Background: an optimization exercise with open tools, aiming at small area and a short achievable clock period. Do not read the settings as production practice. RTL that was checked went through simulation tests only; none was proved equivalent to the original.

the reference run:
==> flow/design.v (excerpt) <==
module s_axi_template #(
		parameter integer C_S_AXI_ID_WIDTH	= 1,
		parameter integer C_S_AXI_DATA_WIDTH	= 64,
		parameter integer C_S_AXI_ADDR_WIDTH	= 32,
		parameter integer C_S_AXI_AWUSER_WIDTH	= 1,
		parameter integer C_S_AXI_ARUSER_WIDTH	= 1,
		parameter integer C_S_AXI_WUSER_WIDTH	= 1,
		parameter integer C_S_AXI_RUSER_WIDTH	= 1,
		parameter integer C_S_AXI_BUSER_WIDTH	= 1
	)
	(
		output wire [15:0] P_buf,  
		output wire [15:0] A_dbg,
		output wire [15:0] B_dbg,
		output wire [15:0] C_dbg,
		output wire [ 3:0] mode_sel_dbg,
		input wire  S_AXI_ACLK,
		input wire  S_AXI_ARESETN,
		input wire [C_S_AXI_ID_WIDTH-1 : 0] S_AXI_AWID,
		input wire [C_S_AXI_ADDR_WIDTH-1 : 0] S_AXI_AWADDR,
		input wire [7 : 0] S_AXI_AWLEN,
		input wire [2 : 0] S_AXI_AWSIZE,
		input wire [1 : 0] S_AXI_AWBURST,
		input wire  S_AXI_AWLOCK,
		input wire [3 : 0] S_AXI_AWCACHE,
		input wire [2 : 0] S_AXI_AWPROT,
		input wire [3 : 0] S_AXI_AWQOS,
		input wire [3 : 0] S_AXI_AWREGION,
		input wire [C_S_AXI_AWUSER_WIDTH-1 : 0] S_AXI_AWUSER,
		input wire  S_AXI_AWVALID,
		output wire  S_AXI_AWREADY,
		input wire [C_S_AXI_DATA_WIDTH-1 : 0] S_AXI_WDATA,
		input wire [(C_S_AXI_DATA_WIDTH/8)-1 : 0] S_AXI_WSTRB,
		input wire  S_AXI_WLAST,
		input wire [C_S_AXI_WUSER_WIDTH-1 : 0] S_AXI_WUSER,
		input wire  S_AXI_WVALID,
		output wire  S_AXI_WREADY,
		output wire [C_S_AXI_ID_WIDTH-1 : 0] S_AXI_BID,
		output wire [1 : 0] S_AXI_BRESP,
		output wire [C_S_AXI_BUSER_WIDTH-1 : 0] S_AXI_BUSER,
		output wire  S_AXI_BVALID,
		input wire  S_AXI_BREADY,
		input wire [C_S_AXI_ID_WIDTH-1 : 0] S_AXI_ARID,
		input wire [C_S_AXI_ADDR_WIDTH-1 : 0] S_AXI_ARADDR,
		input wire [7 : 0] S_AXI_ARLEN,
		input wire [2 : 0] S_AXI_ARSIZE,
		input wire [1 : 0] S_AXI_ARBURST,
		input wire  S_AXI_ARLOCK,
		input wire [3 : 0] S_AXI_ARCACHE,
		input wire [2 : 0] S_AXI_ARPROT,
		input wire [3 : 0] S_AXI_ARQOS,
		input wire [3 : 0] S_AXI_ARREGION,
		input wire [C_S_AXI_ARUSER_WIDTH-1 : 0] S_AXI_ARUSER,
		input wire  S_AXI_ARVALID,
		output wire  S_AXI_ARREADY,
		output wire [C_S_AXI_ID_WIDTH-1 : 0] S_AXI_RID,
		output wire [C_S_AXI_DATA_WIDTH-1 : 0] S_AXI_RDATA,
		output wire [1 : 0] S_AXI_RRESP,
		output wire  S_AXI_RLAST,
		output wire [C_S_AXI_RUSER_WIDTH-1 : 0] S_AXI_RUSER,
		output wire  S_AXI_RVALID,
		input wire  S_AXI_RREADY
	);
==> flow/config.mk <==
export PLATFORM = sky130hd
export DESIGN_NAME = s_axi_template
export DESIGN_NICKNAME = s_axi_template
export VERILOG_FILES = /design/flow/design.v
export SDC_FILE = /design/flow/constraint.sdc
export NUM_CORES = 4
export LEC_CHECK = 0
export ABC_AREA = 1
export ABC_CLOCK_PERIOD_IN_PS = 4000
export CAP_MARGIN = 20
export CORE_MARGIN = 2
export CORE_UTILIZATION = 40
export CTS_BUF_LIST = sky130_fd_sc_hd__clkbuf_4 sky130_fd_sc_hd__clkbuf_8
export CTS_CLUSTER_SIZE = 40
export SLEW_MARGIN = 20
==> flow/constraint.sdc <==
create_clock -name core_clock -period 10.0 [get_ports {S_AXI_ACLK}]
set_input_delay 2.0000 -clock core_clock [delete_from_list [all_inputs] [get_ports {S_AXI_ACLK}]]
set_output_delay 2.0000 -clock core_clock [all_outputs]
set_load 0.01 [all_outputs]
standard.sh (not shown) runs the stock make flow with config.mk's settings and CLKGATE_MAP_FILE= SYNTH_SCRIPT=/design/flow/synth_recipe.tcl, a recipe that flattens the netlist after the stock synthesis.
==> flow/flow/run.sh <==
#!/bin/bash
# The standard layout (standard.sh) with these changes:
#  - the port buffers are sky130_fd_sc_hd__buf_1 instead of the cell that
#    buffer_ports picks by itself;
#  - resizing may change a cell's footprint (MATCH_CELL_FOOTPRINT=0);
#  - the constant outputs share one tie cell (SKIP_REPAIR_TIE_FANOUT=1);
#  - timing repair aims for 5.4 ns of setup slack (SETUP_SLACK_MARGIN=5.4).
# ORFS writes each step's log under orfs/logs; make's own output goes to standard.log.
set -euo pipefail
bash standard.sh BUFFER_PORTS_ARGS="-buffer_cell sky130_fd_sc_hd__buf_1" MATCH_CELL_FOOTPRINT=0 SKIP_REPAIR_TIE_FANOUT=1 SETUP_SLACK_MARGIN=5.4 finish > standard.log 2>&1
The following lists how the trial run was set up differently from the reference run:
diff --git a/flow/design.v b/flow/design.v
--- a/flow/design.v
+++ b/flow/design.v
@@ -488,68 +488,71 @@
 	assign S_AXI_RUSER   = {C_S_AXI_RUSER_WIDTH{1'b0}};
 	assign S_AXI_RID     = S_AXI_ARID;
 	reg [15:0] A, B, C, B_in, C_in;
 	reg [ 3:0] mode_sel;
 	wire rst = ~S_AXI_ARESETN;
 	wire [15:0] W = S_AXI_WDATA[15:0];
 	wire [15:0] A_wr;
 	wire [15:0] A_nx = rst ? 16'd0 : A_wr;
 	wire [15:0] B_nx = rst ? 16'd0 : (wbeat & wsel[1]) ? W : B;
 	wire [15:0] C_nx = rst ? 16'd0 : (wbeat & wsel[2]) ? W : C;
 	wire [ 3:0] M_nx = rst ? 4'd0  : (wbeat & wsel[3]) ? W[3:0] : mode_sel;
-	wire [15:0] Bi_nx = rst ? 16'd0 :
-	                    (mode_sel[2:0] == 3'b000) ? 16'd0 :
+	wire [15:0] Bi_m  = (mode_sel[2:0] == 3'b000) ? 16'd0 :
 	                    (mode_sel[2:1] == 2'b10)  ? 16'd1 : B;
-	wire [15:0] Ci_nx = (~rst & (mode_sel[2] | (mode_sel[1] & mode_sel[0]))) ? C : 16'd0;
+	wire [15:0] Ci_m  = (mode_sel[2] | (mode_sel[1] & mode_sel[0])) ? C : 16'd0;
+	wire [15:0] Bi_nx = rst ? 16'd0 : Bi_m;
+	wire [15:0] Ci_nx = rst ? 16'd0 : Ci_m;
 	wire        Sub_nx = mode_sel[0];
+	reg         rst_d;
 	always @(posedge S_AXI_ACLK) begin
 		A        <= A_nx;
 		B        <= B_nx;
 		C        <= C_nx;
 		mode_sel <= M_nx;
 		B_in     <= Bi_nx;
 		C_in     <= Ci_nx;
+		rst_d    <= rst;
 	end
 	assign A_dbg        = A;
 	assign B_dbg        = B_in;
 	assign C_dbg        = C_in;
 	assign mode_sel_dbg = mode_sel;
 	wire [15:0] cs_s, cs_y, cs_z;
 	wire        cs_e;
 	wire [ 1:0] cs_f;
 	reg  [15:0] P_s, P_y, P_z;
 	reg         P_e;
 	reg  [ 1:0] P_f;
 	xbip_multadd_0 MultAdd (
 		.WV (S_AXI_WVALID),
 		.ARM(axi_wready & wsel[0]),
 		.W  (W),
 		.AQ (A),
-		.B  (Bi_nx),
-		.X  (Ci_nx ^ {16{Sub_nx}}),
+		.B  (Bi_m),
+		.X  (Ci_m ^ {16{Sub_nx}}),
 		.CI (Sub_nx),
 		.AW (A_wr),
 		.S  (cs_s),
 		.Y  (cs_y),
 		.Z  (cs_z),
 		.E  (cs_e),
 		.F  (cs_f)
 	);
 	always @(posedge S_AXI_ACLK) begin
 		P_s <= cs_s;
 		P_y <= cs_y;
 		P_z <= cs_z;
 		P_e <= cs_e;
 		P_f <= cs_f;
 	end
-	wire P_en = (~mode_sel[2] & ~mode_sel[0]) | (mode_sel[1] & mode_sel[0]);
+	wire P_en = ~rst_d & ((~mode_sel[2] & ~mode_sel[0]) | (mode_sel[1] & mode_sel[0]));
 	mul_final MultFinal (
 		.S (P_s),
 		.Y (P_y),
 		.Z (P_z),
 		.E (P_e),
 		.F (P_f),
 		.EN(P_en),
 		.P (P_buf)
 	);
 	reg [15:0] rd_data;
 	wire aw56 = (S_AXI_AWADDR[19:16] == 4'h5) | (S_AXI_AWADDR[19:16] == 4'h6);
Findings:
The trial run vs the reference run, signed area change from the synthesized netlist to the final layout went down by 4.3 points. [compare] base=the reference run new=the trial run: count of placed standard cells in the final layout, fillers left out grew by 53, highest attainable clock frequency has remained practically unchanged, share of synthesized cell area in and, or, nand and nor gates shows an increase of 3.0 points, register-to-register slack went down. Of the trial run and the reference run, the run reporting the higher post-layout instance area was the trial run. Post-synthesis cell area up about 4.4% in the trial run wrt the reference run. The trial run has core area above what the reference run had. The sequential cell area reported for the trial run is greater than that of the reference run by about 0.6%. Against the reference run, worst hold slack in the trial run came out better.
No functional check of the RTL was part of the trial run.

static timing again, ports no longer ideal:
How much do the figures lean on ideal ports? The routed layouts below were timed once more, with nothing changed but the port constraints. Step 1, drivers: a clkbuf_16 drives S_AXI_ACLK and a buf_2 each remaining input, both assumed. Step 2 times the ports against the registers' clock, not the clock port: input delays grow and output delays shrink by t, the midpoint of the rising clock arrivals with the driver on. a / b / c = no drivers / after step 1 / after step 2; a / b = the first two.
| run | t (ns) | setup WS [ns] | worst slew at a driven data input, ns |
|---|---|---|---|
| the reference run | 0.502 | 5.423 / 5.383 / 4.959 | 0.06 |
| the trial run | 0.499 | 5.417 / 5.376 / 4.999 | 0.06 |
After both steps setup and hold are still met in every run listed. The setup slack of the reference run, which loses most, moves by -0.040 ns with the drivers and by -0.464 ns with both steps.
